Source: an optimization exercise on an open RTL-to-GDS flow (aim: small area and a short achievable clock period). Production flows keep margins and buffers that such runs may drop. In this exercise RTL edits were held to simulation tests only and were not proved equivalent to the original. Power and IR drop assume default switching activity.

## flow/constraint.sdc

```tcl
create_clock -name core_clock -period 8.0 [get_ports {clk}]
set_input_delay 1.6000 -clock core_clock [delete_from_list [all_inputs] [get_ports {clk}]]
set_output_delay 1.6000 -clock core_clock [all_outputs]
set_load 0.01 [all_outputs]
```

## flow/config.mk

```make
export PLATFORM = sky130hd
export DESIGN_NAME = fc_head
export DESIGN_NICKNAME = fc_head
export VERILOG_FILES = /design/flow/design.v
export SDC_FILE = /design/flow/constraint.sdc
export NUM_CORES = 4
export LEC_CHECK = 0
export ABC_CLOCK_PERIOD_IN_PS = 1500
export CAP_MARGIN = 20
export CORE_MARGIN = 2
export CORE_UTILIZATION = 40
export CTS_CLUSTER_DIAMETER = 80
export CTS_CLUSTER_SIZE = 30
export SETUP_SLACK_MARGIN = 4.8
export SLEW_MARGIN = 20
```

## flow/design.v

```verilog
`timescale 1ns / 1ps
module neuron #(
    parameter signed [15:0] BIAS = 0    
)(
    input clk,
    input [7:0] one,         
    input [7:0] two,         
    input [7:0] neg,         
    input [15:0] weight,     
    input clr,               
    output reg [15:0] logit
);
    wire [31:0] ts, tc;
    mul_tree tree (.one(one), .two(two), .neg(neg), .w(weight), .ps(ts), .pc(tc));
    reg [31:0] ps, pc, p;
    wire [32:0] p_next;
    add_bk #(.W(32)) padd (.a(ps), .b(pc), .s(p_next));
    always @(posedge clk) begin
        ps <= ts;
        pc <= tc;
        p <= p_next[31:0];
    end
    reg [31:0] acc;
    reg [17:0] tot;
    wire [32:0] s;
    wire c31;
    add_pfx #(.W(32)) add (.a(acc), .b(p), .s(s), .cm(c31));
    wire same = acc[31] == p[31];
    wire ovf = same && (c31 != acc[31]);
    wire [31:0] r = ovf ? {acc[31], {31{~acc[31]}}} : {same ? acc[31] : ~c31, s[30:0]};
    always @(posedge clk) begin
        acc <= clr ? 32'd0 : r;
        if (clr)
            tot <= r[31:14];
    end
    wire [18:0] u = {tot[17], tot} + {{3{BIAS[15]}}, BIAS};
    always @(posedge clk)
        logit <= (u[18:15] == 4'b0000 || u[18:15] == 4'b1111) ? u[15:0] :
                 u[18] ? 16'h8000 : 16'h7FFF;
endmodule
module add_pfx #(
    parameter W = 32
)(
    input [W-1:0] a,
    input [W-1:0] b,
    output [W:0] s,
    output cm            
);
    localparam L = $clog2(W);
    wire [W*(L+1)-1:0] G, P;
    assign cm = G[W*L+W-2];
    assign G[W-1:0] = a & b;
    assign P[W-1:0] = a ^ b;
    genvar l, i;
    generate
        for (l = 0; l < L; l = l + 1) begin : pfx
            for (i = 0; i < W; i = i + 1) begin : bt
                if ((i >> l) & 1) begin : merge
                    localparam integer J = ((i >> l) << l) - 1;
                    assign G[W*(l+1)+i] = G[W*l+i] | (P[W*l+i] & G[W*l+J]);
                    assign P[W*(l+1)+i] = P[W*l+i] & P[W*l+J];
                end else begin : pass
                    assign G[W*(l+1)+i] = G[W*l+i];
                    assign P[W*(l+1)+i] = P[W*l+i];
                end
            end
        end
    endgenerate
    assign s = {G[W*L+W-1], P[W-1:0] ^ {G[W*L+W-2:W*L], 1'b0}};
endmodule
module add_bk #(
    parameter W = 32
)(
    input [W-1:0] a,
    input [W-1:0] b,
    output [W:0] s
);
    localparam L = $clog2(W);
    localparam NS = 2 * L - 1;
    wire [W*(NS+1)-1:0] G, P;
    assign G[W-1:0] = a & b;
    assign P[W-1:0] = a ^ b;
    genvar st, i;
    generate
        for (st = 0; st < NS; st = st + 1) begin : pfx
            localparam integer LV = (st < L) ? st : (2 * L - 2 - st);
            localparam integer D = 1 << LV;
            for (i = 0; i < W; i = i + 1) begin : bt
                localparam integer NODE = (st < L) ? (((i + 1) % (2 * D)) == 0) :
                                          ((((i + 1) % (2 * D)) == D) && (i >= 2 * D));
                if (NODE) begin : merge
                    assign G[W*(st+1)+i] = G[W*st+i] | (P[W*st+i] & G[W*st+i-D]);
                    assign P[W*(st+1)+i] = P[W*st+i] & P[W*st+i-D];
                end else begin : pass
                    assign G[W*(st+1)+i] = G[W*st+i];
                    assign P[W*(st+1)+i] = P[W*st+i];
                end
            end
        end
    endgenerate
    assign s = {G[W*NS+W-1], P[W-1:0] ^ {G[W*NS+W-2:W*NS], 1'b0}};
endmodule
module mul_tree (
    input  [7:0] one,
    input  [7:0] two,
    input  [7:0] neg,
    input  [15:0] w,
    output [31:0] ps,
    output [31:0] pc
);
    wire pp0_0 = ((one[0] & w[0]) | (two[0] & 1'b0)) ^ neg[0];
    wire pp0_1 = ((one[0] & w[1]) | (two[0] & w[0])) ^ neg[0];
    wire pp0_2 = ((one[0] & w[2]) | (two[0] & w[1])) ^ neg[0];
    wire pp0_3 = ((one[0] & w[3]) | (two[0] & w[2])) ^ neg[0];
    wire pp0_4 = ((one[0] & w[4]) | (two[0] & w[3])) ^ neg[0];
    wire pp0_5 = ((one[0] & w[5]) | (two[0] & w[4])) ^ neg[0];
    wire pp0_6 = ((one[0] & w[6]) | (two[0] & w[5])) ^ neg[0];
    wire pp0_7 = ((one[0] & w[7]) | (two[0] & w[6])) ^ neg[0];
    wire pp0_8 = ((one[0] & w[8]) | (two[0] & w[7])) ^ neg[0];
    wire pp0_9 = ((one[0] & w[9]) | (two[0] & w[8])) ^ neg[0];
    wire pp0_10 = ((one[0] & w[10]) | (two[0] & w[9])) ^ neg[0];
    wire pp0_11 = ((one[0] & w[11]) | (two[0] & w[10])) ^ neg[0];
    wire pp0_12 = ((one[0] & w[12]) | (two[0] & w[11])) ^ neg[0];
    wire pp0_13 = ((one[0] & w[13]) | (two[0] & w[12])) ^ neg[0];
    wire pp0_14 = ((one[0] & w[14]) | (two[0] & w[13])) ^ neg[0];
    wire pp0_15 = ((one[0] & w[15]) | (two[0] & w[14])) ^ neg[0];
    wire pp0_16 = ~(((one[0] | two[0]) & w[15]) ^ neg[0]);
    wire pp1_0 = ((one[1] & w[0]) | (two[1] & 1'b0)) ^ neg[1];
    wire pp1_1 = ((one[1] & w[1]) | (two[1] & w[0])) ^ neg[1];
    wire pp1_2 = ((one[1] & w[2]) | (two[1] & w[1])) ^ neg[1];
    wire pp1_3 = ((one[1] & w[3]) | (two[1] & w[2])) ^ neg[1];
    wire pp1_4 = ((one[1] & w[4]) | (two[1] & w[3])) ^ neg[1];
    wire pp1_5 = ((one[1] & w[5]) | (two[1] & w[4])) ^ neg[1];
    wire pp1_6 = ((one[1] & w[6]) | (two[1] & w[5])) ^ neg[1];
    wire pp1_7 = ((one[1] & w[7]) | (two[1] & w[6])) ^ neg[1];
    wire pp1_8 = ((one[1] & w[8]) | (two[1] & w[7])) ^ neg[1];
    wire pp1_9 = ((one[1] & w[9]) | (two[1] & w[8])) ^ neg[1];
    wire pp1_10 = ((one[1] & w[10]) | (two[1] & w[9])) ^ neg[1];
    wire pp1_11 = ((one[1] & w[11]) | (two[1] & w[10])) ^ neg[1];
    wire pp1_12 = ((one[1] & w[12]) | (two[1] & w[11])) ^ neg[1];
    wire pp1_13 = ((one[1] & w[13]) | (two[1] & w[12])) ^ neg[1];
    wire pp1_14 = ((one[1] & w[14]) | (two[1] & w[13])) ^ neg[1];
    wire pp1_15 = ((one[1] & w[15]) | (two[1] & w[14])) ^ neg[1];
    wire pp1_16 = ~(((one[1] | two[1]) & w[15]) ^ neg[1]);
    wire pp2_0 = ((one[2] & w[0]) | (two[2] & 1'b0)) ^ neg[2];
    wire pp2_1 = ((one[2] & w[1]) | (two[2] & w[0])) ^ neg[2];
    wire pp2_2 = ((one[2] & w[2]) | (two[2] & w[1])) ^ neg[2];
    wire pp2_3 = ((one[2] & w[3]) | (two[2] & w[2])) ^ neg[2];
    wire pp2_4 = ((one[2] & w[4]) | (two[2] & w[3])) ^ neg[2];
    wire pp2_5 = ((one[2] & w[5]) | (two[2] & w[4])) ^ neg[2];
    wire pp2_6 = ((one[2] & w[6]) | (two[2] & w[5])) ^ neg[2];
    wire pp2_7 = ((one[2] & w[7]) | (two[2] & w[6])) ^ neg[2];
    wire pp2_8 = ((one[2] & w[8]) | (two[2] & w[7])) ^ neg[2];
    wire pp2_9 = ((one[2] & w[9]) | (two[2] & w[8])) ^ neg[2];
    wire pp2_10 = ((one[2] & w[10]) | (two[2] & w[9])) ^ neg[2];
    wire pp2_11 = ((one[2] & w[11]) | (two[2] & w[10])) ^ neg[2];
    wire pp2_12 = ((one[2] & w[12]) | (two[2] & w[11])) ^ neg[2];
    wire pp2_13 = ((one[2] & w[13]) | (two[2] & w[12])) ^ neg[2];
    wire pp2_14 = ((one[2] & w[14]) | (two[2] & w[13])) ^ neg[2];
    wire pp2_15 = ((one[2] & w[15]) | (two[2] & w[14])) ^ neg[2];
    wire pp2_16 = ~(((one[2] | two[2]) & w[15]) ^ neg[2]);
    wire pp3_0 = ((one[3] & w[0]) | (two[3] & 1'b0)) ^ neg[3];
    wire pp3_1 = ((one[3] & w[1]) | (two[3] & w[0])) ^ neg[3];
    wire pp3_2 = ((one[3] & w[2]) | (two[3] & w[1])) ^ neg[3];
    wire pp3_3 = ((one[3] & w[3]) | (two[3] & w[2])) ^ neg[3];
    wire pp3_4 = ((one[3] & w[4]) | (two[3] & w[3])) ^ neg[3];
    wire pp3_5 = ((one[3] & w[5]) | (two[3] & w[4])) ^ neg[3];
    wire pp3_6 = ((one[3] & w[6]) | (two[3] & w[5])) ^ neg[3];
    wire pp3_7 = ((one[3] & w[7]) | (two[3] & w[6])) ^ neg[3];
    wire pp3_8 = ((one[3] & w[8]) | (two[3] & w[7])) ^ neg[3];
    wire pp3_9 = ((one[3] & w[9]) | (two[3] & w[8])) ^ neg[3];
    wire pp3_10 = ((one[3] & w[10]) | (two[3] & w[9])) ^ neg[3];
    wire pp3_11 = ((one[3] & w[11]) | (two[3] & w[10])) ^ neg[3];
    wire pp3_12 = ((one[3] & w[12]) | (two[3] & w[11])) ^ neg[3];
    wire pp3_13 = ((one[3] & w[13]) | (two[3] & w[12])) ^ neg[3];
    wire pp3_14 = ((one[3] & w[14]) | (two[3] & w[13])) ^ neg[3];
    wire pp3_15 = ((one[3] & w[15]) | (two[3] & w[14])) ^ neg[3];
    wire pp3_16 = ~(((one[3] | two[3]) & w[15]) ^ neg[3]);
    wire pp4_0 = ((one[4] & w[0]) | (two[4] & 1'b0)) ^ neg[4];
    wire pp4_1 = ((one[4] & w[1]) | (two[4] & w[0])) ^ neg[4];
    wire pp4_2 = ((one[4] & w[2]) | (two[4] & w[1])) ^ neg[4];
    wire pp4_3 = ((one[4] & w[3]) | (two[4] & w[2])) ^ neg[4];
    wire pp4_4 = ((one[4] & w[4]) | (two[4] & w[3])) ^ neg[4];
    wire pp4_5 = ((one[4] & w[5]) | (two[4] & w[4])) ^ neg[4];
    wire pp4_6 = ((one[4] & w[6]) | (two[4] & w[5])) ^ neg[4];
    wire pp4_7 = ((one[4] & w[7]) | (two[4] & w[6])) ^ neg[4];
    wire pp4_8 = ((one[4] & w[8]) | (two[4] & w[7])) ^ neg[4];
    wire pp4_9 = ((one[4] & w[9]) | (two[4] & w[8])) ^ neg[4];
    wire pp4_10 = ((one[4] & w[10]) | (two[4] & w[9])) ^ neg[4];
    wire pp4_11 = ((one[4] & w[11]) | (two[4] & w[10])) ^ neg[4];
    wire pp4_12 = ((one[4] & w[12]) | (two[4] & w[11])) ^ neg[4];
    wire pp4_13 = ((one[4] & w[13]) | (two[4] & w[12])) ^ neg[4];
    wire pp4_14 = ((one[4] & w[14]) | (two[4] & w[13])) ^ neg[4];
    wire pp4_15 = ((one[4] & w[15]) | (two[4] & w[14])) ^ neg[4];
    wire pp4_16 = ~(((one[4] | two[4]) & w[15]) ^ neg[4]);
    wire pp5_0 = ((one[5] & w[0]) | (two[5] & 1'b0)) ^ neg[5];
    wire pp5_1 = ((one[5] & w[1]) | (two[5] & w[0])) ^ neg[5];
    wire pp5_2 = ((one[5] & w[2]) | (two[5] & w[1])) ^ neg[5];
    wire pp5_3 = ((one[5] & w[3]) | (two[5] & w[2])) ^ neg[5];
    wire pp5_4 = ((one[5] & w[4]) | (two[5] & w[3])) ^ neg[5];
    wire pp5_5 = ((one[5] & w[5]) | (two[5] & w[4])) ^ neg[5];
    wire pp5_6 = ((one[5] & w[6]) | (two[5] & w[5])) ^ neg[5];
    wire pp5_7 = ((one[5] & w[7]) | (two[5] & w[6])) ^ neg[5];
    wire pp5_8 = ((one[5] & w[8]) | (two[5] & w[7])) ^ neg[5];
    wire pp5_9 = ((one[5] & w[9]) | (two[5] & w[8])) ^ neg[5];
    wire pp5_10 = ((one[5] & w[10]) | (two[5] & w[9])) ^ neg[5];
    wire pp5_11 = ((one[5] & w[11]) | (two[5] & w[10])) ^ neg[5];
    wire pp5_12 = ((one[5] & w[12]) | (two[5] & w[11])) ^ neg[5];
    wire pp5_13 = ((one[5] & w[13]) | (two[5] & w[12])) ^ neg[5];
    wire pp5_14 = ((one[5] & w[14]) | (two[5] & w[13])) ^ neg[5];
    wire pp5_15 = ((one[5] & w[15]) | (two[5] & w[14])) ^ neg[5];
    wire pp5_16 = ~(((one[5] | two[5]) & w[15]) ^ neg[5]);
    wire pp6_0 = ((one[6] & w[0]) | (two[6] & 1'b0)) ^ neg[6];
    wire pp6_1 = ((one[6] & w[1]) | (two[6] & w[0])) ^ neg[6];
    wire pp6_2 = ((one[6] & w[2]) | (two[6] & w[1])) ^ neg[6];
    wire pp6_3 = ((one[6] & w[3]) | (two[6] & w[2])) ^ neg[6];
    wire pp6_4 = ((one[6] & w[4]) | (two[6] & w[3])) ^ neg[6];
    wire pp6_5 = ((one[6] & w[5]) | (two[6] & w[4])) ^ neg[6];
    wire pp6_6 = ((one[6] & w[6]) | (two[6] & w[5])) ^ neg[6];
    wire pp6_7 = ((one[6] & w[7]) | (two[6] & w[6])) ^ neg[6];
    wire pp6_8 = ((one[6] & w[8]) | (two[6] & w[7])) ^ neg[6];
    wire pp6_9 = ((one[6] & w[9]) | (two[6] & w[8])) ^ neg[6];
    wire pp6_10 = ((one[6] & w[10]) | (two[6] & w[9])) ^ neg[6];
    wire pp6_11 = ((one[6] & w[11]) | (two[6] & w[10])) ^ neg[6];
    wire pp6_12 = ((one[6] & w[12]) | (two[6] & w[11])) ^ neg[6];
    wire pp6_13 = ((one[6] & w[13]) | (two[6] & w[12])) ^ neg[6];
    wire pp6_14 = ((one[6] & w[14]) | (two[6] & w[13])) ^ neg[6];
    wire pp6_15 = ((one[6] & w[15]) | (two[6] & w[14])) ^ neg[6];
    wire pp6_16 = ~(((one[6] | two[6]) & w[15]) ^ neg[6]);
    wire pp7_0 = ((one[7] & w[0]) | (two[7] & 1'b0)) ^ neg[7];
    wire pp7_1 = ((one[7] & w[1]) | (two[7] & w[0])) ^ neg[7];
    wire pp7_2 = ((one[7] & w[2]) | (two[7] & w[1])) ^ neg[7];
    wire pp7_3 = ((one[7] & w[3]) | (two[7] & w[2])) ^ neg[7];
    wire pp7_4 = ((one[7] & w[4]) | (two[7] & w[3])) ^ neg[7];
    wire pp7_5 = ((one[7] & w[5]) | (two[7] & w[4])) ^ neg[7];
    wire pp7_6 = ((one[7] & w[6]) | (two[7] & w[5])) ^ neg[7];
    wire pp7_7 = ((one[7] & w[7]) | (two[7] & w[6])) ^ neg[7];
    wire pp7_8 = ((one[7] & w[8]) | (two[7] & w[7])) ^ neg[7];
    wire pp7_9 = ((one[7] & w[9]) | (two[7] & w[8])) ^ neg[7];
    wire pp7_10 = ((one[7] & w[10]) | (two[7] & w[9])) ^ neg[7];
    wire pp7_11 = ((one[7] & w[11]) | (two[7] & w[10])) ^ neg[7];
    wire pp7_12 = ((one[7] & w[12]) | (two[7] & w[11])) ^ neg[7];
    wire pp7_13 = ((one[7] & w[13]) | (two[7] & w[12])) ^ neg[7];
    wire pp7_14 = ((one[7] & w[14]) | (two[7] & w[13])) ^ neg[7];
    wire pp7_15 = ((one[7] & w[15]) | (two[7] & w[14])) ^ neg[7];
    wire pp7_16 = ~(((one[7] | two[7]) & w[15]) ^ neg[7]);
    wire hs0 = neg[5] ^ pp0_10;
    wire hc0 = neg[5] & pp0_10;
    wire hs1 = pp0_11 ^ pp1_9;
    wire hc1 = pp0_11 & pp1_9;
    wire fs0 = neg[6] ^ pp0_12 ^ pp1_10;
    wire fc0 = (neg[6] & pp0_12) | (neg[6] & pp1_10) | (pp0_12 & pp1_10);
    wire hs2 = pp2_8 ^ pp3_6;
    wire hc2 = pp2_8 & pp3_6;
    wire fs1 = pp0_13 ^ pp1_11 ^ pp2_9;
    wire fc1 = (pp0_13 & pp1_11) | (pp0_13 & pp2_9) | (pp1_11 & pp2_9);
    wire hs3 = pp3_7 ^ pp4_5;
    wire hc3 = pp3_7 & pp4_5;
    wire fs2 = neg[7] ^ pp0_14 ^ pp1_12;
    wire fc2 = (neg[7] & pp0_14) | (neg[7] & pp1_12) | (pp0_14 & pp1_12);
    wire fs3 = pp2_10 ^ pp3_8 ^ pp4_6;
    wire fc3 = (pp2_10 & pp3_8) | (pp2_10 & pp4_6) | (pp3_8 & pp4_6);
    wire hs4 = pp5_4 ^ pp6_2;
    wire hc4 = pp5_4 & pp6_2;
    wire fs4 = pp0_15 ^ pp1_13 ^ pp2_11;
    wire fc4 = (pp0_15 & pp1_13) | (pp0_15 & pp2_11) | (pp1_13 & pp2_11);
    wire fs5 = pp3_9 ^ pp4_7 ^ pp5_5;
    wire fc5 = (pp3_9 & pp4_7) | (pp3_9 & pp5_5) | (pp4_7 & pp5_5);
    wire hs5 = pp6_3 ^ pp7_1;
    wire hc5 = pp6_3 & pp7_1;
    wire fs6 = 1'b1 ^ pp0_16 ^ pp1_14;
    wire fc6 = (1'b1 & pp0_16) | (1'b1 & pp1_14) | (pp0_16 & pp1_14);
    wire fs7 = pp2_12 ^ pp3_10 ^ pp4_8;
    wire fc7 = (pp2_12 & pp3_10) | (pp2_12 & pp4_8) | (pp3_10 & pp4_8);
    wire fs8 = pp5_6 ^ pp6_4 ^ pp7_2;
    wire fc8 = (pp5_6 & pp6_4) | (pp5_6 & pp7_2) | (pp6_4 & pp7_2);
    wire fs9 = 1'b1 ^ pp1_15 ^ pp2_13;
    wire fc9 = (1'b1 & pp1_15) | (1'b1 & pp2_13) | (pp1_15 & pp2_13);
    wire fs10 = pp3_11 ^ pp4_9 ^ pp5_7;
    wire fc10 = (pp3_11 & pp4_9) | (pp3_11 & pp5_7) | (pp4_9 & pp5_7);
    wire hs6 = pp6_5 ^ pp7_3;
    wire hc6 = pp6_5 & pp7_3;
    wire fs11 = pp1_16 ^ pp2_14 ^ pp3_12;
    wire fc11 = (pp1_16 & pp2_14) | (pp1_16 & pp3_12) | (pp2_14 & pp3_12);
    wire fs12 = pp4_10 ^ pp5_8 ^ pp6_6;
    wire fc12 = (pp4_10 & pp5_8) | (pp4_10 & pp6_6) | (pp5_8 & pp6_6);
    wire fs13 = 1'b1 ^ pp2_15 ^ pp3_13;
    wire fc13 = (1'b1 & pp2_15) | (1'b1 & pp3_13) | (pp2_15 & pp3_13);
    wire hs7 = pp4_11 ^ pp5_9;
    wire hc7 = pp4_11 & pp5_9;
    wire fs14 = pp2_16 ^ pp3_14 ^ pp4_12;
    wire fc14 = (pp2_16 & pp3_14) | (pp2_16 & pp4_12) | (pp3_14 & pp4_12);
    wire hs8 = 1'b1 ^ pp3_15;
    wire hc8 = 1'b1 & pp3_15;
    wire hs9 = neg[3] ^ pp0_6;
    wire hc9 = neg[3] & pp0_6;
    wire hs10 = pp0_7 ^ pp1_5;
    wire hc10 = pp0_7 & pp1_5;
    wire fs15 = neg[4] ^ pp0_8 ^ pp1_6;
    wire fc15 = (neg[4] & pp0_8) | (neg[4] & pp1_6) | (pp0_8 & pp1_6);
    wire hs11 = pp2_4 ^ pp3_2;
    wire hc11 = pp2_4 & pp3_2;
    wire fs16 = pp0_9 ^ pp1_7 ^ pp2_5;
    wire fc16 = (pp0_9 & pp1_7) | (pp0_9 & pp2_5) | (pp1_7 & pp2_5);
    wire hs12 = pp3_3 ^ pp4_1;
    wire hc12 = pp3_3 & pp4_1;
    wire fs17 = pp1_8 ^ pp2_6 ^ pp3_4;
    wire fc17 = (pp1_8 & pp2_6) | (pp1_8 & pp3_4) | (pp2_6 & pp3_4);
    wire fs18 = pp4_2 ^ pp5_0 ^ hs0;
    wire fc18 = (pp4_2 & pp5_0) | (pp4_2 & hs0) | (pp5_0 & hs0);
    wire fs19 = pp2_7 ^ pp3_5 ^ pp4_3;
    wire fc19 = (pp2_7 & pp3_5) | (pp2_7 & pp4_3) | (pp3_5 & pp4_3);
    wire fs20 = pp5_1 ^ hc0 ^ hs1;
    wire fc20 = (pp5_1 & hc0) | (pp5_1 & hs1) | (hc0 & hs1);
    wire fs21 = pp4_4 ^ pp5_2 ^ pp6_0;
    wire fc21 = (pp4_4 & pp5_2) | (pp4_4 & pp6_0) | (pp5_2 & pp6_0);
    wire fs22 = hc1 ^ hs2 ^ fs0;
    wire fc22 = (hc1 & hs2) | (hc1 & fs0) | (hs2 & fs0);
    wire fs23 = pp5_3 ^ pp6_1 ^ hc2;
    wire fc23 = (pp5_3 & pp6_1) | (pp5_3 & hc2) | (pp6_1 & hc2);
    wire fs24 = hs3 ^ fc0 ^ fs1;
    wire fc24 = (hs3 & fc0) | (hs3 & fs1) | (fc0 & fs1);
    wire fs25 = pp7_0 ^ hc3 ^ hs4;
    wire fc25 = (pp7_0 & hc3) | (pp7_0 & hs4) | (hc3 & hs4);
    wire fs26 = fc1 ^ fs2 ^ fs3;
    wire fc26 = (fc1 & fs2) | (fc1 & fs3) | (fs2 & fs3);
    wire fs27 = hc4 ^ hs5 ^ fc2;
    wire fc27 = (hc4 & hs5) | (hc4 & fc2) | (hs5 & fc2);
    wire fs28 = fc3 ^ fs4 ^ fs5;
    wire fc28 = (fc3 & fs4) | (fc3 & fs5) | (fs4 & fs5);
    wire fs29 = hc5 ^ fc4 ^ fc5;
    wire fc29 = (hc5 & fc4) | (hc5 & fc5) | (fc4 & fc5);
    wire fs30 = fs6 ^ fs7 ^ fs8;
    wire fc30 = (fs6 & fs7) | (fs6 & fs8) | (fs7 & fs8);
    wire fs31 = hs6 ^ fc6 ^ fc7;
    wire fc31 = (hs6 & fc6) | (hs6 & fc7) | (fc6 & fc7);
    wire fs32 = fc8 ^ fs10 ^ fs9;
    wire fc32 = (fc8 & fs10) | (fc8 & fs9) | (fs10 & fs9);
    wire fs33 = pp7_4 ^ hc6 ^ fc10;
    wire fc33 = (pp7_4 & hc6) | (pp7_4 & fc10) | (hc6 & fc10);
    wire fs34 = fc9 ^ fs11 ^ fs12;
    wire fc34 = (fc9 & fs11) | (fc9 & fs12) | (fs11 & fs12);
    wire fs35 = pp6_7 ^ pp7_5 ^ hs7;
    wire fc35 = (pp6_7 & pp7_5) | (pp6_7 & hs7) | (pp7_5 & hs7);
    wire fs36 = fc11 ^ fc12 ^ fs13;
    wire fc36 = (fc11 & fc12) | (fc11 & fs13) | (fc12 & fs13);
    wire fs37 = pp5_10 ^ pp6_8 ^ pp7_6;
    wire fc37 = (pp5_10 & pp6_8) | (pp5_10 & pp7_6) | (pp6_8 & pp7_6);
    wire fs38 = hc7 ^ fc13 ^ fs14;
    wire fc38 = (hc7 & fc13) | (hc7 & fs14) | (fc13 & fs14);
    wire fs39 = pp4_13 ^ pp5_11 ^ pp6_9;
    wire fc39 = (pp4_13 & pp5_11) | (pp4_13 & pp6_9) | (pp5_11 & pp6_9);
    wire fs40 = pp7_7 ^ hs8 ^ fc14;
    wire fc40 = (pp7_7 & hs8) | (pp7_7 & fc14) | (hs8 & fc14);
    wire fs41 = pp3_16 ^ pp4_14 ^ pp5_12;
    wire fc41 = (pp3_16 & pp4_14) | (pp3_16 & pp5_12) | (pp4_14 & pp5_12);
    wire fs42 = pp6_10 ^ pp7_8 ^ hc8;
    wire fc42 = (pp6_10 & pp7_8) | (pp6_10 & hc8) | (pp7_8 & hc8);
    wire fs43 = 1'b1 ^ pp4_15 ^ pp5_13;
    wire fc43 = (1'b1 & pp4_15) | (1'b1 & pp5_13) | (pp4_15 & pp5_13);
    wire hs13 = pp6_11 ^ pp7_9;
    wire hc13 = pp6_11 & pp7_9;
    wire fs44 = pp4_16 ^ pp5_14 ^ pp6_12;
    wire fc44 = (pp4_16 & pp5_14) | (pp4_16 & pp6_12) | (pp5_14 & pp6_12);
    wire hs14 = 1'b1 ^ pp5_15;
    wire hc14 = 1'b1 & pp5_15;
    wire hs15 = neg[2] ^ pp0_4;
    wire hc15 = neg[2] & pp0_4;
    wire hs16 = pp0_5 ^ pp1_3;
    wire hc16 = pp0_5 & pp1_3;
    wire fs45 = pp1_4 ^ pp2_2 ^ pp3_0;
    wire fc45 = (pp1_4 & pp2_2) | (pp1_4 & pp3_0) | (pp2_2 & pp3_0);
    wire fs46 = pp2_3 ^ pp3_1 ^ hc9;
    wire fc46 = (pp2_3 & pp3_1) | (pp2_3 & hc9) | (pp3_1 & hc9);
    wire fs47 = pp4_0 ^ hc10 ^ hs11;
    wire fc47 = (pp4_0 & hc10) | (pp4_0 & hs11) | (hc10 & hs11);
    wire fs48 = hc11 ^ hs12 ^ fc15;
    wire fc48 = (hc11 & hs12) | (hc11 & fc15) | (hs12 & fc15);
    wire fs49 = hc12 ^ fc16 ^ fs17;
    wire fc49 = (hc12 & fc16) | (hc12 & fs17) | (fc16 & fs17);
    wire fs50 = fc17 ^ fs19 ^ fc18;
    wire fc50 = (fc17 & fs19) | (fc17 & fc18) | (fs19 & fc18);
    wire fs51 = fc19 ^ fs21 ^ fc20;
    wire fc51 = (fc19 & fs21) | (fc19 & fc20) | (fs21 & fc20);
    wire fs52 = fc21 ^ fs23 ^ fc22;
    wire fc52 = (fc21 & fs23) | (fc21 & fc22) | (fs23 & fc22);
    wire fs53 = fc23 ^ fs25 ^ fc24;
    wire fc53 = (fc23 & fs25) | (fc23 & fc24) | (fs25 & fc24);
    wire fs54 = fc25 ^ fc26 ^ fs27;
    wire fc54 = (fc25 & fc26) | (fc25 & fs27) | (fc26 & fs27);
    wire fs55 = fc27 ^ fc28 ^ fs29;
    wire fc55 = (fc27 & fc28) | (fc27 & fs29) | (fc28 & fs29);
    wire fs56 = fc29 ^ fc30 ^ fs31;
    wire fc56 = (fc29 & fc30) | (fc29 & fs31) | (fc30 & fs31);
    wire fs57 = fc31 ^ fc32 ^ fs33;
    wire fc57 = (fc31 & fc32) | (fc31 & fs33) | (fc32 & fs33);
    wire fs58 = fs35 ^ fc33 ^ fc34;
    wire fc58 = (fs35 & fc33) | (fs35 & fc34) | (fc33 & fc34);
    wire fs59 = fs37 ^ fc35 ^ fc36;
    wire fc59 = (fs37 & fc35) | (fs37 & fc36) | (fc35 & fc36);
    wire fs60 = fc37 ^ fs39 ^ fc38;
    wire fc60 = (fc37 & fs39) | (fc37 & fc38) | (fs39 & fc38);
    wire fs61 = fc39 ^ fs41 ^ fs42;
    wire fc61 = (fc39 & fs41) | (fc39 & fs42) | (fs41 & fs42);
    wire fs62 = hs13 ^ fc41 ^ fs43;
    wire fc62 = (hs13 & fc41) | (hs13 & fs43) | (fc41 & fs43);
    wire fs63 = pp7_10 ^ hc13 ^ fc43;
    wire fc63 = (pp7_10 & hc13) | (pp7_10 & fc43) | (hc13 & fc43);
    wire fs64 = pp6_13 ^ pp7_11 ^ hs14;
    wire fc64 = (pp6_13 & pp7_11) | (pp6_13 & hs14) | (pp7_11 & hs14);
    wire fs65 = pp5_16 ^ pp6_14 ^ pp7_12;
    wire fc65 = (pp5_16 & pp6_14) | (pp5_16 & pp7_12) | (pp6_14 & pp7_12);
    wire hs17 = 1'b1 ^ pp6_15;
    wire hc17 = 1'b1 & pp6_15;
    wire hs18 = neg[1] ^ pp0_2;
    wire hc18 = neg[1] & pp0_2;
    wire hs19 = pp0_3 ^ pp1_1;
    wire hc19 = pp0_3 & pp1_1;
    wire fs66 = pp1_2 ^ pp2_0 ^ hs15;
    wire fc66 = (pp1_2 & pp2_0) | (pp1_2 & hs15) | (pp2_0 & hs15);
    wire fs67 = pp2_1 ^ hc15 ^ hs16;
    wire fc67 = (pp2_1 & hc15) | (pp2_1 & hs16) | (hc15 & hs16);
    wire fs68 = hc16 ^ hs9 ^ fs45;
    wire fc68 = (hc16 & hs9) | (hc16 & fs45) | (hs9 & fs45);
    wire fs69 = hs10 ^ fc45 ^ fs46;
    wire fc69 = (hs10 & fc45) | (hs10 & fs46) | (fc45 & fs46);
    wire fs70 = fs15 ^ fc46 ^ fs47;
    wire fc70 = (fs15 & fc46) | (fs15 & fs47) | (fc46 & fs47);
    wire fs71 = fs16 ^ fc47 ^ fs48;
    wire fc71 = (fs16 & fc47) | (fs16 & fs48) | (fc47 & fs48);
    wire fs72 = fs18 ^ fc48 ^ fs49;
    wire fc72 = (fs18 & fc48) | (fs18 & fs49) | (fc48 & fs49);
    wire fs73 = fs20 ^ fc49 ^ fs50;
    wire fc73 = (fs20 & fc49) | (fs20 & fs50) | (fc49 & fs50);
    wire fs74 = fs22 ^ fc50 ^ fs51;
    wire fc74 = (fs22 & fc50) | (fs22 & fs51) | (fc50 & fs51);
    wire fs75 = fs24 ^ fc51 ^ fs52;
    wire fc75 = (fs24 & fc51) | (fs24 & fs52) | (fc51 & fs52);
    wire fs76 = fs26 ^ fc52 ^ fs53;
    wire fc76 = (fs26 & fc52) | (fs26 & fs53) | (fc52 & fs53);
    wire fs77 = fs28 ^ fc53 ^ fs54;
    wire fc77 = (fs28 & fc53) | (fs28 & fs54) | (fc53 & fs54);
    wire fs78 = fs30 ^ fc54 ^ fs55;
    wire fc78 = (fs30 & fc54) | (fs30 & fs55) | (fc54 & fs55);
    wire fs79 = fs32 ^ fc55 ^ fs56;
    wire fc79 = (fs32 & fc55) | (fs32 & fs56) | (fc55 & fs56);
    wire fs80 = fs34 ^ fc56 ^ fs57;
    wire fc80 = (fs34 & fc56) | (fs34 & fs57) | (fc56 & fs57);
    wire fs81 = fs36 ^ fc57 ^ fs58;
    wire fc81 = (fs36 & fc57) | (fs36 & fs58) | (fc57 & fs58);
    wire fs82 = fs38 ^ fc58 ^ fs59;
    wire fc82 = (fs38 & fc58) | (fs38 & fs59) | (fc58 & fs59);
    wire fs83 = fs40 ^ fc59 ^ fs60;
    wire fc83 = (fs40 & fc59) | (fs40 & fs60) | (fc59 & fs60);
    wire fs84 = fc40 ^ fs61 ^ fc60;
    wire fc84 = (fc40 & fs61) | (fc40 & fc60) | (fs61 & fc60);
    wire fs85 = fc42 ^ fs62 ^ fc61;
    wire fc85 = (fc42 & fs62) | (fc42 & fc61) | (fs62 & fc61);
    wire fs86 = fs44 ^ fc62 ^ fs63;
    wire fc86 = (fs44 & fc62) | (fs44 & fs63) | (fc62 & fs63);
    wire fs87 = fc44 ^ fs64 ^ fc63;
    wire fc87 = (fc44 & fs64) | (fc44 & fc63) | (fs64 & fc63);
    wire fs88 = hc14 ^ fs65 ^ fc64;
    wire fc88 = (hc14 & fs65) | (hc14 & fc64) | (fs65 & fc64);
    wire fs89 = pp7_13 ^ hs17 ^ fc65;
    wire fc89 = (pp7_13 & hs17) | (pp7_13 & fc65) | (hs17 & fc65);
    wire fs90 = pp6_16 ^ pp7_14 ^ hc17;
    wire fc90 = (pp6_16 & pp7_14) | (pp6_16 & hc17) | (pp7_14 & hc17);
    wire hs20 = 1'b1 ^ pp7_15;
    wire hc20 = 1'b1 & pp7_15;
    assign ps[0] = neg[0];
    assign pc[0] = pp0_0;
    assign ps[1] = pp0_1;
    assign pc[1] = 1'b0;
    assign ps[2] = pp1_0;
    assign pc[2] = hs18;
    assign ps[3] = hc18;
    assign pc[3] = hs19;
    assign ps[4] = hc19;
    assign pc[4] = fs66;
    assign ps[5] = fc66;
    assign pc[5] = fs67;
    assign ps[6] = fc67;
    assign pc[6] = fs68;
    assign ps[7] = fc68;
    assign pc[7] = fs69;
    assign ps[8] = fc69;
    assign pc[8] = fs70;
    assign ps[9] = fc70;
    assign pc[9] = fs71;
    assign ps[10] = fc71;
    assign pc[10] = fs72;
    assign ps[11] = fc72;
    assign pc[11] = fs73;
    assign ps[12] = fc73;
    assign pc[12] = fs74;
    assign ps[13] = fc74;
    assign pc[13] = fs75;
    assign ps[14] = fc75;
    assign pc[14] = fs76;
    assign ps[15] = fc76;
    assign pc[15] = fs77;
    assign ps[16] = fc77;
    assign pc[16] = fs78;
    assign ps[17] = fc78;
    assign pc[17] = fs79;
    assign ps[18] = fc79;
    assign pc[18] = fs80;
    assign ps[19] = fc80;
    assign pc[19] = fs81;
    assign ps[20] = fc81;
    assign pc[20] = fs82;
    assign ps[21] = fc82;
    assign pc[21] = fs83;
    assign ps[22] = fc83;
    assign pc[22] = fs84;
    assign ps[23] = fs85;
    assign pc[23] = fc84;
    assign ps[24] = fs86;
    assign pc[24] = fc85;
    assign ps[25] = fc86;
    assign pc[25] = fs87;
    assign ps[26] = fs88;
    assign pc[26] = fc87;
    assign ps[27] = fs89;
    assign pc[27] = fc88;
    assign ps[28] = fs90;
    assign pc[28] = fc89;
    assign ps[29] = hs20;
    assign pc[29] = fc90;
    assign ps[30] = pp7_16;
    assign pc[30] = hc20;
    assign ps[31] = 1'b1;
    assign pc[31] = 1'b0;
endmodule
`timescale 1ns / 1ps
module Softmax (
    input clk,
    input rst,
    input [63:0] in,           
    input in_valid,            
    output reg [63:0] out,
    output reg valid,
    output [7:0] led_control
);
    function [15:0] exp_lut;
        input [3:0] idx;
        begin
            case (idx)
                4'd0:  exp_lut = 16'h0800;
                4'd1:  exp_lut = 16'h09D0;
                4'd2:  exp_lut = 16'h0C20;
                4'd3:  exp_lut = 16'h0F80;
                4'd4:  exp_lut = 16'h1480;
                4'd5:  exp_lut = 16'h1C80;
                4'd6:  exp_lut = 16'h2A00;
                4'd7:  exp_lut = 16'h4000;
                4'd8:  exp_lut = 16'h6800;
                4'd9:  exp_lut = 16'hAC00;
                4'd10: exp_lut = 16'h1280;
                4'd11: exp_lut = 16'h1F80;
                4'd12: exp_lut = 16'h2C00;
                4'd13: exp_lut = 16'h4C00;
                4'd14: exp_lut = 16'h8000;
                default: exp_lut = 16'hD800;
            endcase
        end
    endfunction
    function [3:0] rank;
        input [3:0] idx;
        begin
            case (idx)
                4'd0:  rank = 4'd0;
                4'd1:  rank = 4'd1;
                4'd2:  rank = 4'd2;
                4'd3:  rank = 4'd3;
                4'd4:  rank = 4'd5;
                4'd5:  rank = 4'd6;
                4'd6:  rank = 4'd8;
                4'd7:  rank = 4'd10;
                4'd8:  rank = 4'd12;
                4'd9:  rank = 4'd14;
                4'd10: rank = 4'd4;
                4'd11: rank = 4'd7;
                4'd12: rank = 4'd9;
                4'd13: rank = 4'd11;
                4'd14: rank = 4'd13;
                default: rank = 4'd15;
            endcase
        end
    endfunction
    wire [3:0] i0 = {~in[15], in[14:12]};
    wire [3:0] i1 = {~in[31], in[30:28]};
    wire [3:0] i2 = {~in[47], in[46:44]};
    wire [3:0] i3 = {~in[63], in[62:60]};
    wire [15:0] e0 = exp_lut(i0);
    wire [15:0] e1 = exp_lut(i1);
    wire [15:0] e2 = exp_lut(i2);
    wire [15:0] e3 = exp_lut(i3);
    reg [12:0] p01, p23;
    wire [12:0] p01_next, p23_next;
    wire [13:0] sum;
    add_pfx #(.W(12)) add01 (.a(e0[15:4]), .b(e1[15:4]), .s(p01_next));
    add_pfx #(.W(12)) add23 (.a(e2[15:4]), .b(e3[15:4]), .s(p23_next));
    add_pfx #(.W(13)) add4 (.a(p01), .b(p23), .s(sum));
    wire [3:0] s = sum[13:10];
    wire [2:0] sh = (s == 4'b0000) ? 3'd4 :
                    (s[3:1] == 3'b001) ? 3'd3 :
                    (s[3:2] == 2'b01) ? 3'd2 :
                    s[3] ? 3'd1 : 3'd0;
    wire [3:0] r0 = rank(i0);
    wire [3:0] r1 = rank(i1);
    wire [3:0] r2 = rank(i2);
    wire [3:0] r3 = rank(i3);
    reg g10, g20, g30, g21, g31, g32;
    wire [1:0] cls = (g30 && g31 && g32) ? 2'd3 :
                     (g20 && g21) ? 2'd2 :
                     g10 ? 2'd1 : 2'd0;
    reg [3:0] led;
    assign led_control = {4'b0000, led};
    reg valid_d;
    wire [15:0] n0 = e0 >> sh;
    wire [15:0] n1 = e1 >> sh;
    wire [15:0] n2 = e2 >> sh;
    wire [15:0] n3 = e3 >> sh;
    always @(posedge clk) begin
        p01 <= p01_next;
        g10 <= r1 > r0;
        g20 <= r2 > r0;
        g30 <= r3 > r0;
        g21 <= r2 > r1;
        g31 <= r3 > r1;
        g32 <= r3 > r2;
        p23 <= p23_next;
        valid_d <= !rst && in_valid;
        out <= {1'b0, n3[14:0], 1'b0, n2[14:0], 1'b0, n1[14:0], 1'b0, n0[14:0]};
        led <= 4'b0001 << cls;
        valid <= !rst && valid_d;
    end
endmodule
`timescale 1ns / 1ps
module fc_head #(
    parameter DATA_WIDTH = 16,
    parameter NUM_INPUTS = 1024,
    parameter NUM_OUTPUTS = 4
)(
    input clk,
    input rst,
    input [DATA_WIDTH-1:0] myinput,
    input [DATA_WIDTH*NUM_OUTPUTS-1:0] myweights,
    input myinputValid,
    output [DATA_WIDTH*NUM_OUTPUTS-1:0] softmax_out,
    output softmax_valid,
    output [7:0] led_control,
    output [DATA_WIDTH*NUM_OUTPUTS-1:0] logits
);
    reg [9:0] input_count;
    reg [63:0] weights;
    reg last0, last1, last2, last3, logit_valid, rst_d, clr;
    reg [7:0] b_one, b_two, b_neg;
    reg [7:0] b_one_n, b_two_n, b_neg_n;
    wire take = myinputValid && !rst;
    wire [16:0] xe = {myinput, 1'b0};
    wire [7:0] e_one, e_two, e_neg;
    genvar i;
    generate
        for (i = 0; i < 8; i = i + 1) begin : booth
            assign e_one[i] = xe[2*i+1] ^ xe[2*i];
            assign e_two[i] = (xe[2*i+2] & ~xe[2*i+1] & ~xe[2*i]) | (~xe[2*i+2] & xe[2*i+1] & xe[2*i]);
            assign e_neg[i] = xe[2*i+2];
        end
    endgenerate
    always @(posedge clk) begin
        b_one <= take ? e_one : 8'd0;
        b_two <= take ? e_two : 8'd0;
        b_neg <= take ? e_neg : 8'd0;
        b_one_n <= ~(take ? e_one : 8'd0);
        b_two_n <= ~(take ? e_two : 8'd0);
        b_neg_n <= ~(take ? e_neg : 8'd0);
        weights <= myweights;
        rst_d <= rst;
        clr <= rst_d || last1;
        if (rst) begin
            input_count <= 0;
            last0 <= 0;
            last1 <= 0;
            last2 <= 0;
            last3 <= 0;
            logit_valid <= 0;
        end else begin
            if (myinputValid)
                input_count <= input_count + 1;
            last0 <= myinputValid && (input_count == NUM_INPUTS-1);
            last1 <= last0;
            last2 <= last1;
            last3 <= last2;
            logit_valid <= last3;
        end
    end
    localparam [63:0] BIASES = {16'h003C, 16'h0001, 16'hFFD1, 16'h0006};
    generate
        for (i = 0; i < NUM_OUTPUTS; i = i + 1) begin : output_layer
            neuron #(
                .BIAS(BIASES[(i+1)*DATA_WIDTH-1 -: DATA_WIDTH])
            ) neuron_output (
                .clk(clk),
                .one(i < 2 ? b_one : ~b_one_n),
                .two(i < 2 ? b_two : ~b_two_n),
                .neg(i < 2 ? b_neg : ~b_neg_n),
                .weight(weights[(i+1)*DATA_WIDTH-1 -: DATA_WIDTH]),
                .clr(clr),
                .logit(logits[(i+1)*DATA_WIDTH-1 -: DATA_WIDTH])
            );
        end
    endgenerate
    Softmax softmax_inst (
        .clk(clk),
        .rst(rst),
        .in(logits),
        .in_valid(logit_valid),
        .out(softmax_out),
        .valid(softmax_valid),
        .led_control(led_control)
    );
endmodule
```

## flow/run.sh

```bash
#!/bin/bash
# synth_recipe.tcl (not shown) runs the flow's synth.tcl, then flattens the netlist and writes it again
# the make line also repeats each setting of config.mk as NAME=value (left out here)
make -C /OpenROAD-flow-scripts/flow DESIGN_CONFIG=/design/flow/config.mk WORK_HOME=/design/flow/orfs CLKGATE_MAP_FILE= SYNTH_SCRIPT=/design/flow/synth_recipe.tcl finish
```

==> impl_metrics.yaml, run 1 <==
run_status:
  outcome: "finished clean"
yosys:
  synth.area.top_cells: "dfxtp_1 (29%), fa_1 (16%), ha_1 (9.3%)"
  netlist_instances: 5640
  synth_top_area_cell: "dfxtp_1"
  synth-edff-count: 72
  synthesis.area_sq_um: 55300
  ys_warn_count: 6
  async_reset_ff_share_pct: 0
  synthFlopType: "dfxtp_1"
  synth_seq_cells: 861
  avgSynthCellArea_sq_um: 9.81
  ys_types: 93
  ys_seq_area_share_pct: 32.5
  netlist.area_leader.share_pct: 28.5
sta:
  fin_setup_tns_ns: 0
  relSlewSlack_pct: 9.44
  tightest_slew_ns: 1.35
  period_share_pct: 44.0
  final-hold-violation-count: 0
  fmax_ghz: 0.284
  rsz0062_at_grt: "yes"
  whs_ns: 0.443
  period_needed_ns: 3.52
  maxSlewViolCount: 0
  fin_skew_ns: 0.0403
  fin_ws_ns: 4.48
  setup_viol: 0
clocking:
  cts_root_buf: "clkbuf_16"
  cts_buffers: 54
  clock_path_buffers: 3
  cts_tree: "done"
  postCtsHoldBufs: 0
  path_clk_slew_ns: 0.10
  clock-sinks: 861
  htreeDepth: 2
  clk-insertion-delay-late_ns: 0.70
routing:
  drt_drc_violations_left: 0
  dr.pass1.iters: 7
  ant_nets: 0
  wl_um: 154000
  viasPerCell: 5.38
  post_drt_wl_per_cell_um: 19.9
  num_vias: 41800
  dr.first_iter.drc_count: 3366
grt:
  antenna_found_initial: 9
  first_global_vias: 41200
  grtUsageTotal_pct: 20.6
  gr-total-overflow: 0
  grt_max_degree: 66
  grt_pass1_wl_um: 232000
final_layout:
  layout.nets: 6843
  multi_input_area_sq_um: 35900
  seq_area_sq_um: 18200
  syn_to_final_growth_pct: 20.1
  drive_gt1_share_pct: 16.8
  fillers: 12500
worst_setup_path:
  cp-startpoint: "output_layer[1].neuron_output.ps[0]"
  crit_type: "register to register"
  cp_data_arrival_time_ns: 4.12
  start_kind: "register"
  r2r_cells: 14
  critical_path_required_ns: 8.60
  rr_startpoint: "output_layer[1].neuron_output.ps[0]"
  crit_fanout: 3
  end_kind: "register"
floorplanning:
  die_y_um: 376
  die_w_um: 376
  core_area_sq_um: 137000
  start_util_pct: 40.3
  boundaryPins: 220
  dieArea_sq_um: 141000
  rows: 136
placed_design:
  io_buffer_count: 211
  gp_congestion: 0.869
  dpl.hpwl_um: 99900
  pre_cts_ws_ns: 3.87
pwr:
  power_density_nw_per_um2: 413
  p_leak_nw: 28.6
  ir_worst_vdd_v: 0.000343
hold_path:
  min_path_cells: 1
  hp-class: "register to register"
  hold_start: "softmax_inst.valid_d"
flow_run:
  max-cap-violations: 0
==> stage by stage <==
stage	total power [mW]	instances	instance area (sq um)	utilization, %
after floorplan	16.9	5647	55500	-
after global placement	20.7	7340	58800	42.8
after detailed placement	21.0	7340	58800	42.8
after CTS	25.5	7616	63400	46.2
after global routing	29.8	7754	66500	48.4
final	27.5	7757	66500	48.4
==> timing repair <==
item                                    in CTS  in global routing
pin swaps                                  112                164
gates cloned                                19                 17
resized for setup                          466                468
setup buffers                              156                119
endpoints found under the setup margin     506                357
==> sequential cells by signal, summed over array words and instances (netlist names), 13 cells and up <==
| register | flops |
|---|---|
| output_layer.neuron_output.pc | 120 |
| output_layer.neuron_output.ps | 122 |
| softmax_inst.p01 | 13 |
| output_layer.neuron_output.p | 128 |
| softmax_inst.out | 60 |
| output_layer.neuron_output.tot | 72 |
| output_layer.neuron_output.logit | 64 |
| weights | 64 |
| output_layer.neuron_output.acc | 128 |
| softmax_inst.p23 | 13 |
==> synthesized netlist by cell type (44+ instances only) <==
master    instances
xor2_1          175
xnor2_1         579
dfxtp_1         789
a21oi_1         225
fa_1            436
edfxtp_1         72
nor2b_1          50
mux2i_1          66
nor3_1           44
o21ai_0         221
ha_1            411
nor2_1          260
o22ai_1         244
a21o_1           95
inv_1           642
nand2_1         243
a22oi_1         241
clkbuf_1        273
==> where the power goes <==
part / total (mW) / leakage [nW] / internal, mW / switching, mW
Combinational: 16.6 / 20.2 / 7.37 / 9.24
Sequential: 7.45 / 7.32 / 6.36 / 1.09
Clock: 3.43 / 1.04 / 1.52 / 1.91
Total: 27.5 / 28.6 / 15.3 / 12.2
==> logic make-up (layout without fill, tap and decap cells) <==
| family | Yosys count | in the layout | share of synthesized area [%] |
|---|---|---|---|
| AO/OA/AOI/OAI | 1290 | 1295 | 15.3 |
| XOR/XNOR | 754 | 754 | 11.9 |
| adder cells (fa/ha/maj) | 851 | 851 | 25.1 |
| buffers and inverters | 1010 | 1293 | 7.03 |
| flip-flops | 861 | 861 | 32.5 |
| multiplexers | 73 | 77 | 1.34 |
| other | 1 | 13 | 0.00678 |
| AND/OR/NAND/NOR | 800 | 819 | 6.77 |
==> cells in the final DEF (no fill, tap or decap), drive strengths merged, types with 24 or more instances in the layout <==
cell type      synthesis  routed
nand3                 39      39
nor3                  45      45
clkinvlp               0      36
o21ai                235     236
ha                   411     411
a21oi                226     226
inv                  649     644
dfxtp                789     789
o211ai                28      28
o22ai                246     246
and2                  28      28
clkdlybuf4s50          0      89
a211oi                24      24
mux2i                 66      66
fa                   436     436
or2                   19      27
nor2b                 50      50
a21o                  97      98
a22oi                241     241
o21a                  37      37
nand2                243     244
a31oi                 24      24
nor2                 260     261
clkbuf               276      69
buf                   84     317
dlygate4sd2            0     118
nand2b                25      33
xor2                 175     175
edfxtp                72      72
xnor2                579     579
==> worst paths after layout <==
check | to | slack [ns]
max | output_layer[0].neuron_output.p[29] | 4.48
min | softmax_inst.valid | 0.44
max reg2reg | output_layer[0].neuron_output.p[29] | 4.48
min reg2reg | softmax_inst.valid | 0.44
==> area by class of cell <==
class | instances | area share (%)
Antenna cell | 5 | 0.0188
Clock inverter | 45 | 1.22
Timing Repair inverter | 1 | 0.0113
Clock buffer | 56 | 2.08
Tap cell | 1794 | 3.38
Timing Repair Buffer | 541 | 8.05
Inverter | 650 | 3.92
Multi-Input combinational cell | 3804 | 54.0
Sequential cell | 861 | 27.4
==> metal layers <==
metal  track usage [%]  wire length (um)
met2              31.6             67800
met4              6.57              5610
met5                 0                42
met1              29.5             69200
met3              3.27             11700
==> worst max-delay path, cell delays in order (launching register included) <==
cell and delay (ns):
dfxtp_4 0.38, ha_4 0.16, ha_4 0.15, a21o_1 0.15
a21o_1 0.18, a2111o_1 0.40, a221oi_4 0.29, o21ai_2 0.09
and3_4 0.17, a221o_1 0.35, a31o_2 0.29, a41oi_2 0.17
nand2b_1 0.11, fa_2 0.36, xor2_1 0.17
==> run 2: changes to the inputs <==
==> flow/flow/run.sh (new file) <==
#!/bin/bash
export SYNTH_ARGS="-noabc"
bash standard.sh > standard.log 2>&1
==> flow/standard.sh (new file) <==
#!/bin/bash
# synth_recipe.tcl (not shown) runs the flow's synth.tcl, then flattens the netlist and writes it again
# the make line also repeats each setting of config.mk as NAME=value (left out here)
make -C /OpenROAD-flow-scripts/flow DESIGN_CONFIG=/design/flow/config.mk WORK_HOME=/design/flow/orfs CLKGATE_MAP_FILE= SYNTH_SCRIPT=/design/flow/synth_recipe.tcl "${@:-finish}"
removed: flow/run.sh
==> run 2 against run 1 <==
Net effect:
- via count down 4.7%
- clock power down 2%
- utilization down 1.8 points
- critical endpoint is now output_layer[3].neuron_output.pc[16]
- largest power group unchanged
- highest routed layer is now met4
==> impl_metrics.yaml, run 2 <==
floorplanning:
  rows: 134
  core_area_sq_um: 134000
  dieArea_sq_um: 138000
  start_util_pct: 40.4
  die_w_um: 371
  die_y_um: 371
  boundaryPins: 220
clocking:
  htreeDepth: 2
  cts_root_buf: "clkbuf_16"
  postCtsHoldBufs: 0
  clock_path_buffers: 3
  cts_buffers: 54
  cts_tree: "done"
  path_clk_slew_ns: 0.11
  clock-sinks: 861
  clk-insertion-delay-late_ns: 0.70
sta:
  period_needed_ns: 3.15
  final-hold-violation-count: 0
  rsz0062_at_grt: "yes"
  setup_viol: 0
  period_share_pct: 39.4
  fmax_ghz: 0.317
  tightest_slew_ns: 0.989
  whs_ns: 0.433
  maxSlewViolCount: 0
  fin_skew_ns: 0.0401
  relSlewSlack_pct: 33.4
  fin_setup_tns_ns: 0
yosys:
  synth-edff-count: 72
  synthesis.area_sq_um: 53900
  synth_most_common_cell: "dfxtp_1"
  ys_seq_area_share_pct: 33.3
  ys_types: 89
  avgSynthCellArea_sq_um: 10.1
  synthFlopType: "dfxtp_1"
  synth_top_area_cell: "dfxtp_1"
  netlist_instances: 5314
  ys_warn_count: 6
  netlist.area_leader.share_pct: 29.3
  synth.top_cells.by_count: "dfxtp_1 (789), xnor2_1 (553), fa_1 (436)"
  synth.area.top_cells: "dfxtp_1 (29%), fa_1 (16%), xnor2_1 (9.0%)"
  async_reset_ff_share_pct: 0
  synth_seq_cells: 861
routing:
  viasPerCell: 5.47
  post_drt_wl_per_cell_um: 20.1
  wl_um: 146000
  drt_drc_violations_left: 0
  dr.pass1.iters: 6
  ant_nets: 0
  num_vias: 39800
  dr.first_iter.drc_count: 3434
pwr:
  ir_worst_vdd_v: 0.000299
  p_leak_nw: 26.7
  finalPower_mw: 25.6
  power_density_nw_per_um2: 411
placed_design:
  gp_congestion: 0.862
  placedInstanceArea_sq_um: 57400
  io_buffer_count: 211
  dpl.hpwl_um: 101000
  placed_cells: 6990
final_layout:
  top_regs: "output_layer.neuron_output.acc: 128 flops, output_layer.neuron_output.p: 128 flops, output_layer.neuron_output.ps: 122 flops"
  layout_commonest_cell: "dfxtp_1"
  syn_to_final_growth_pct: 15.6
  final_cell_mix: "dfxtp_1 (701), xnor2_1 (551), fa_1 (426)"
  layout.nets: 6358
  drive_gt1_share_pct: 12.1
  fin_cells: 7276
  design_area_sq_um: 62300
grt:
  grt_pass1_wl_um: 225000
  gr-total-overflow: 0
  grt_max_degree: 54
  grtUsageTotal_pct: 20.6
  antenna_found_initial: 17
  first_global_vias: 39800
flow_run:
  max-cap-violations: 0
run_status:
  outcome: "finished clean"
worst_setup_path:
  crit_type: "register to register"
  end_kind: "register"
  start_kind: "register"
  critical_path_required_ns: 8.55
  crit_fanout: 9
  cp_data_arrival_time_ns: 3.71
hold_path:
  hp-class: "register to register"
==> run 2: cell count changes in the layout (fill, tap and decap cells not counted), moves of 33 or more <==
cell | before | now
inv_1 | 599 | 222
buf_4 | 233 | 155
nor2_1 | 211 | 265
a21oi_1 | 177 | 225
o21ai_2 | 60 | 14
nand2_1 | 224 | 259
o21ai_1 | 37 | 4
xor2_1 | 170 | 203
==> run 2: metal layers <==
| metal | wire length, um | global-route usage (%) | share of wire, % | vias to the layer above |
|---|---|---|---|---|
| met1 | 66500 | 28.8 | 46 | 19300 |
| li1 | - | - | - | 18700 |
| met5 | 0 | 0 | 0 | - |
| met2 | 64500 | 32.0 | 44 | 1510 |
| met3 | 9930 | 3.03 | 6.8 | 281 |
| met4 | 5010 | 7.78 | 3.4 | 0 |
==> run 2: worst paths after layout <==
| path | cells past startpoint | end | from | slack (ns) |
|---|---|---|---|---|
| setup / recovery | 7 | output_layer[3].neuron_output.pc[16] | weights[63] | 4.85 |
| hold / removal | 1 | clr | rst_d | 0.43 |
| setup reg to reg | 7 | output_layer[3].neuron_output.pc[16] | weights[63] | 4.85 |
| hold reg to reg | 1 | clr | rst_d | 0.43 |
==> run 2: repair_timing <==
item,in CTS,in global routing
endpoints found under the setup margin,455,299
pin swaps,23,54
setup buffers,64,97
gates resized for setup,290,204
gates cloned,5,9
==> run 2: logic make-up after synthesis <==
logic type      Yosys count  synth area share (%)
buf+inv                 630                  4.53
compound gates         1329                  16.4
flops                   861                  33.3
xor+xnor                759                  12.3
mux                      42                 0.791
other cells               1               0.00695
simple gates            870                  7.48
fa+ha+maj               822                  25.1
==> run 2: cell type report <==
type | instances | area (sq um)
Antenna cell | 10 | 25.0
Inverter | 261 | 1110
Clock buffer | 57 | 1370
Sequential cell | 861 | 18100
Timing Repair Buffer | 433 | 4160
Multi-Input combinational cell | 3836 | 34500
Clock inverter | 44 | 769
Timing Repair inverter | 6 | 37.5
Tap cell | 1768 | 2210
Fill cell | 12400 | 71300
==> run 2: metrics by stage <==
| stage | utilization, % | setup slack (ns) |
|---|---|---|
| floorplan | - | 4.77 |
| global placement | 42.9 | 4.02 |
| detailed placement | 42.9 | 3.86 |
| CTS | 45.4 | 4.77 |
| global route | 46.6 | 4.69 |
| finish | 46.6 | 4.85 |
==> run 2: critical path, cell delays in order, from the launching register on <==
cell and delay [ns]:
dfxtp_4 0.42, inv_2 0.22, o22ai_1 0.16, xnor2_1 0.30
fa_1 0.48, fa_1 0.47, fa_1 0.54, fa_1 0.42
==> run 2: where the power goes <==
part	leakage, nW	internal (mW)	switching [mW]	total (mW)
logic	18.4	6.27	8.44	14.7
registers	7.31	6.35	1.18	7.53
clock network	1.02	1.47	1.89	3.35
==> run 3: changes to the inputs <==
--- a/flow/config.mk
+++ b/flow/config.mk
@@ -11,5 +11,5 @@
 export CORE_UTILIZATION = 40
-export CTS_CLUSTER_DIAMETER = 80
-export CTS_CLUSTER_SIZE = 30
-export SETUP_SLACK_MARGIN = 4.8
+export CTS_CLUSTER_DIAMETER = 70
+export CTS_CLUSTER_SIZE = 24
+export SETUP_SLACK_MARGIN = 4.9
 export SLEW_MARGIN = 20
==> run 3 against run 2 <==
Net effect:
- still clean
- utilization up 2.0 points
- critical path depth grew 6
- sequential power hardly changed
- first-iteration DRC count is 5.4% higher
- sequential cell count did not move
- combinational power increased by 9%
- worst hold slack improved by 0.0092 ns
- cell count grew 1.4%
==> impl_metrics.yaml, run 3 <==
sta:
  rsz0062_at_grt: "yes"
  setup_viol: 0
  period_share_pct: 38.8
  period_needed_ns: 3.10
  whs_ns: 0.442
  fin_setup_tns_ns: 0
  fmax_ghz: 0.322
  maxSlewViolCount: 0
  fin_skew_ns: 0.0435
  tightest_slew_ns: 1.00
  final-hold-violation-count: 0
  relSlewSlack_pct: 32.6
yosys:
  async_reset_ff_share_pct: 0
  netlist.area_leader.share_pct: 29.3
  synth.top_cells.by_count: "dfxtp_1 (789), xnor2_1 (553), fa_1 (436)"
  synthFlopType: "dfxtp_1"
  synth_seq_cells: 861
  avgSynthCellArea_sq_um: 10.1
  netlist_instances: 5314
  synth-edff-count: 72
  ys_types: 89
  synth.area.top_cells: "dfxtp_1 (29%), fa_1 (16%), xnor2_1 (9.0%)"
  synthesis.area_sq_um: 53900
  ys_warn_count: 6
  synth_top_area_cell: "dfxtp_1"
  synth_most_common_cell: "dfxtp_1"
  ys_seq_area_share_pct: 33.3
clocking:
  clock-sinks: 861
  cts_root_buf: "clkbuf_16"
  cts_tree: "done"
  htreeDepth: 3
  cts_buffers: 76
  clock_path_buffers: 3
  postCtsHoldBufs: 0
  clk-insertion-delay-late_ns: 0.70
  path_clk_slew_ns: 0.08
routing:
  drt_drc_violations_left: 0
  dr.first_iter.drc_count: 3620
  dr.pass1.iters: 8
  ant_nets: 0
  post_drt_wl_per_cell_um: 21.0
  wl_um: 155000
  viasPerCell: 5.55
  num_vias: 40900
grt:
  grt_pass1_wl_um: 232000
  grt_max_degree: 58
  grtUsageTotal_pct: 21.3
  antenna_found_initial: 14
  gr-total-overflow: 0
  first_global_vias: 40600
hold_path:
  hp-class: "register to register"
final_layout:
  final_core_utilization_pct: 48.6
  final_cell_mix: "dfxtp_1 (678), xnor2_1 (547), fa_1 (423)"
  layout_commonest_cell: "dfxtp_1"
  top_regs: "output_layer.neuron_output.acc: 128 flops, output_layer.neuron_output.p: 128 flops, output_layer.neuron_output.ps: 122 flops"
  syn_to_final_growth_pct: 20.5
  drive_gt1_share_pct: 16.4
  layout.nets: 6442
worst_setup_path:
  crit_fanout: 5
  start_kind: "register"
  crit_type: "register to register"
  critical_path_required_ns: 8.42
  end_kind: "register"
  cp_data_arrival_time_ns: 3.52
pwr:
  ir_worst_vdd_v: 0.000284
  power_density_nw_per_um2: 427
  p_leak_nw: 27.7
  finalPower_mw: 27.7
run_status:
  outcome: "finished clean"
placed_design:
  gp_congestion: 0.856
  io_buffer_count: 211
  dpl.hpwl_um: 101000
floorplanning:
  rows: 134
  die_y_um: 371
  dieArea_sq_um: 138000
  start_util_pct: 40.4
  boundaryPins: 220
  core_area_sq_um: 134000
  die_w_um: 371
flow_run:
  max-cap-violations: 0
## run 3: cell counts after synthesis
No cell type changed its count.
## run 3: stage by stage
| step | cell area (sq um) | cells | setup WS, ns |
|---|---|---|---|
| 2_1_floorplan | 54100 | 5321 | 4.87 |
| 3_3_place_gp | 57300 | 6989 | 4.02 |
| 3_5_place_dp | 57300 | 6989 | 4.01 |
| 4_1_cts | 62200 | 7258 | 4.85 |
| 5_1_grt | 64900 | 7378 | 4.71 |
| 6_report | 64900 | 7379 | 4.90 |
## run 3: cells by family (layout without fill, tap and decap cells)
| family | after synthesis | in the layout | synth area share [%] |
|---|---|---|---|
| buffers and inverters | 630 | 901 | 4.53 |
| muxes | 42 | 42 | 0.791 |
| xor gates and xnor gates | 759 | 759 | 12.3 |
| DFF | 861 | 861 | 33.3 |
| and+or+nand+nor | 870 | 877 | 7.48 |
| adders and majority gates | 822 | 822 | 25.1 |
| AOI/OAI and AO/OA | 1329 | 1331 | 16.4 |
| other | 1 | 18 | 0.00695 |
## run 3: timing repair
| item | 4_1_cts | 5_1_grt |
|---|---|---|
| pin swaps | 47 | 119 |
| buffers inserted | 117 | 88 |
| setup endpoints to repair | 533 | 346 |
| gates resized for setup | 438 | 411 |
| cloned | 10 | 23 |
## run 3: power breakdown
part	internal [mW]	total (mW)	switching, mW
sequential	6.36	7.53	1.17
combinational	6.98	16.0	9.03
clock	2.16	4.19	2.03
total	15.5	27.7	12.2
## run 3: cell type report
cell class,instances,area (sq um)
tap,1768,2210
clock inverter,56,840
timing repair buffer,491,5100
timing repair inverter,7,50.0
multi-input combinational,3839,35300
antenna,10,25.0
clock buffer,86,2050
sequential,861,18200
inverter,261,1120
fill,12200,68700
## run 3: final timing paths
path	end	slack [ns]	startpoint	cells past startpoint
min	last1	0.44	last0	1
min reg2reg	last1	0.44	last0	1
max reg2reg	output_layer[3].neuron_output.tot[14]	4.90	output_layer[3].neuron_output.acc[0]	13
max	output_layer[3].neuron_output.tot[14]	4.90	output_layer[3].neuron_output.acc[0]	13
## run 3: critical path, cell delays in order (launching register included)
cell	delay [ns]
dfxtp_1	0.33
ha_4	0.16
fa_2	0.34
a211oi_2	0.21
o211ai_1	0.14
a221oi_2	0.34
o31ai_2	0.14
a21oi_2	0.18
buf_4	0.15
inv_6	0.04
a211o_1	0.25
a31oi_1	0.19
xor2_1	0.28
o21ai_1	0.09
## run 3: per-layer routing
metal  GRT usage [%]  wire length [um]  up-vias  share of wire (%)
li1                -                 -    18900                  -
met2            33.1             69600     1671                 45
met4            8.14              5790        0                3.7
met3            3.98             11400      321                7.3
met1            29.3             68000    20000                 44
met5               0                 0        -                  0

-- afterwards: timing with drivers on the ports --
No port has a modelled driver above. Below, the same layouts with a new extraction and two added sets of constraints.
Step 1 (the two cells are an assumption about what drives the block):
set clk [get_ports {clk}]
set_driving_cell -lib_cell sky130_fd_sc_hd__clkbuf_16 $clk
set_driving_cell -lib_cell sky130_fd_sc_hd__buf_2 [delete_from_list [all_inputs] $clk]
Step 2 adds t to the input delays and takes it off the output delays; t is the mean of the earliest and latest rising clock arrival at the registers after step 1. Input paths then give back, and output paths get back, about the clock's delay inside the block.
Three values: ideal ports, drivers, drivers and shift; two values: the first two.
run	shift t [ns]	slack for setup (ns)	slew at the worst register clock pin (ns)
run 1	0.761	4.484 / 4.484 / 4.436	0.11 / 0.11
run 2	0.754	4.849 / 4.793 / 4.601	0.12 / 0.12
run 3	0.756	4.898 / 4.898 / 4.454	0.09 / 0.09
After both steps setup and hold are still met in every run listed. For run 3, which loses most, drivers alone change the setup slack by 0.000 ns; drivers and shift together by -0.444 ns.
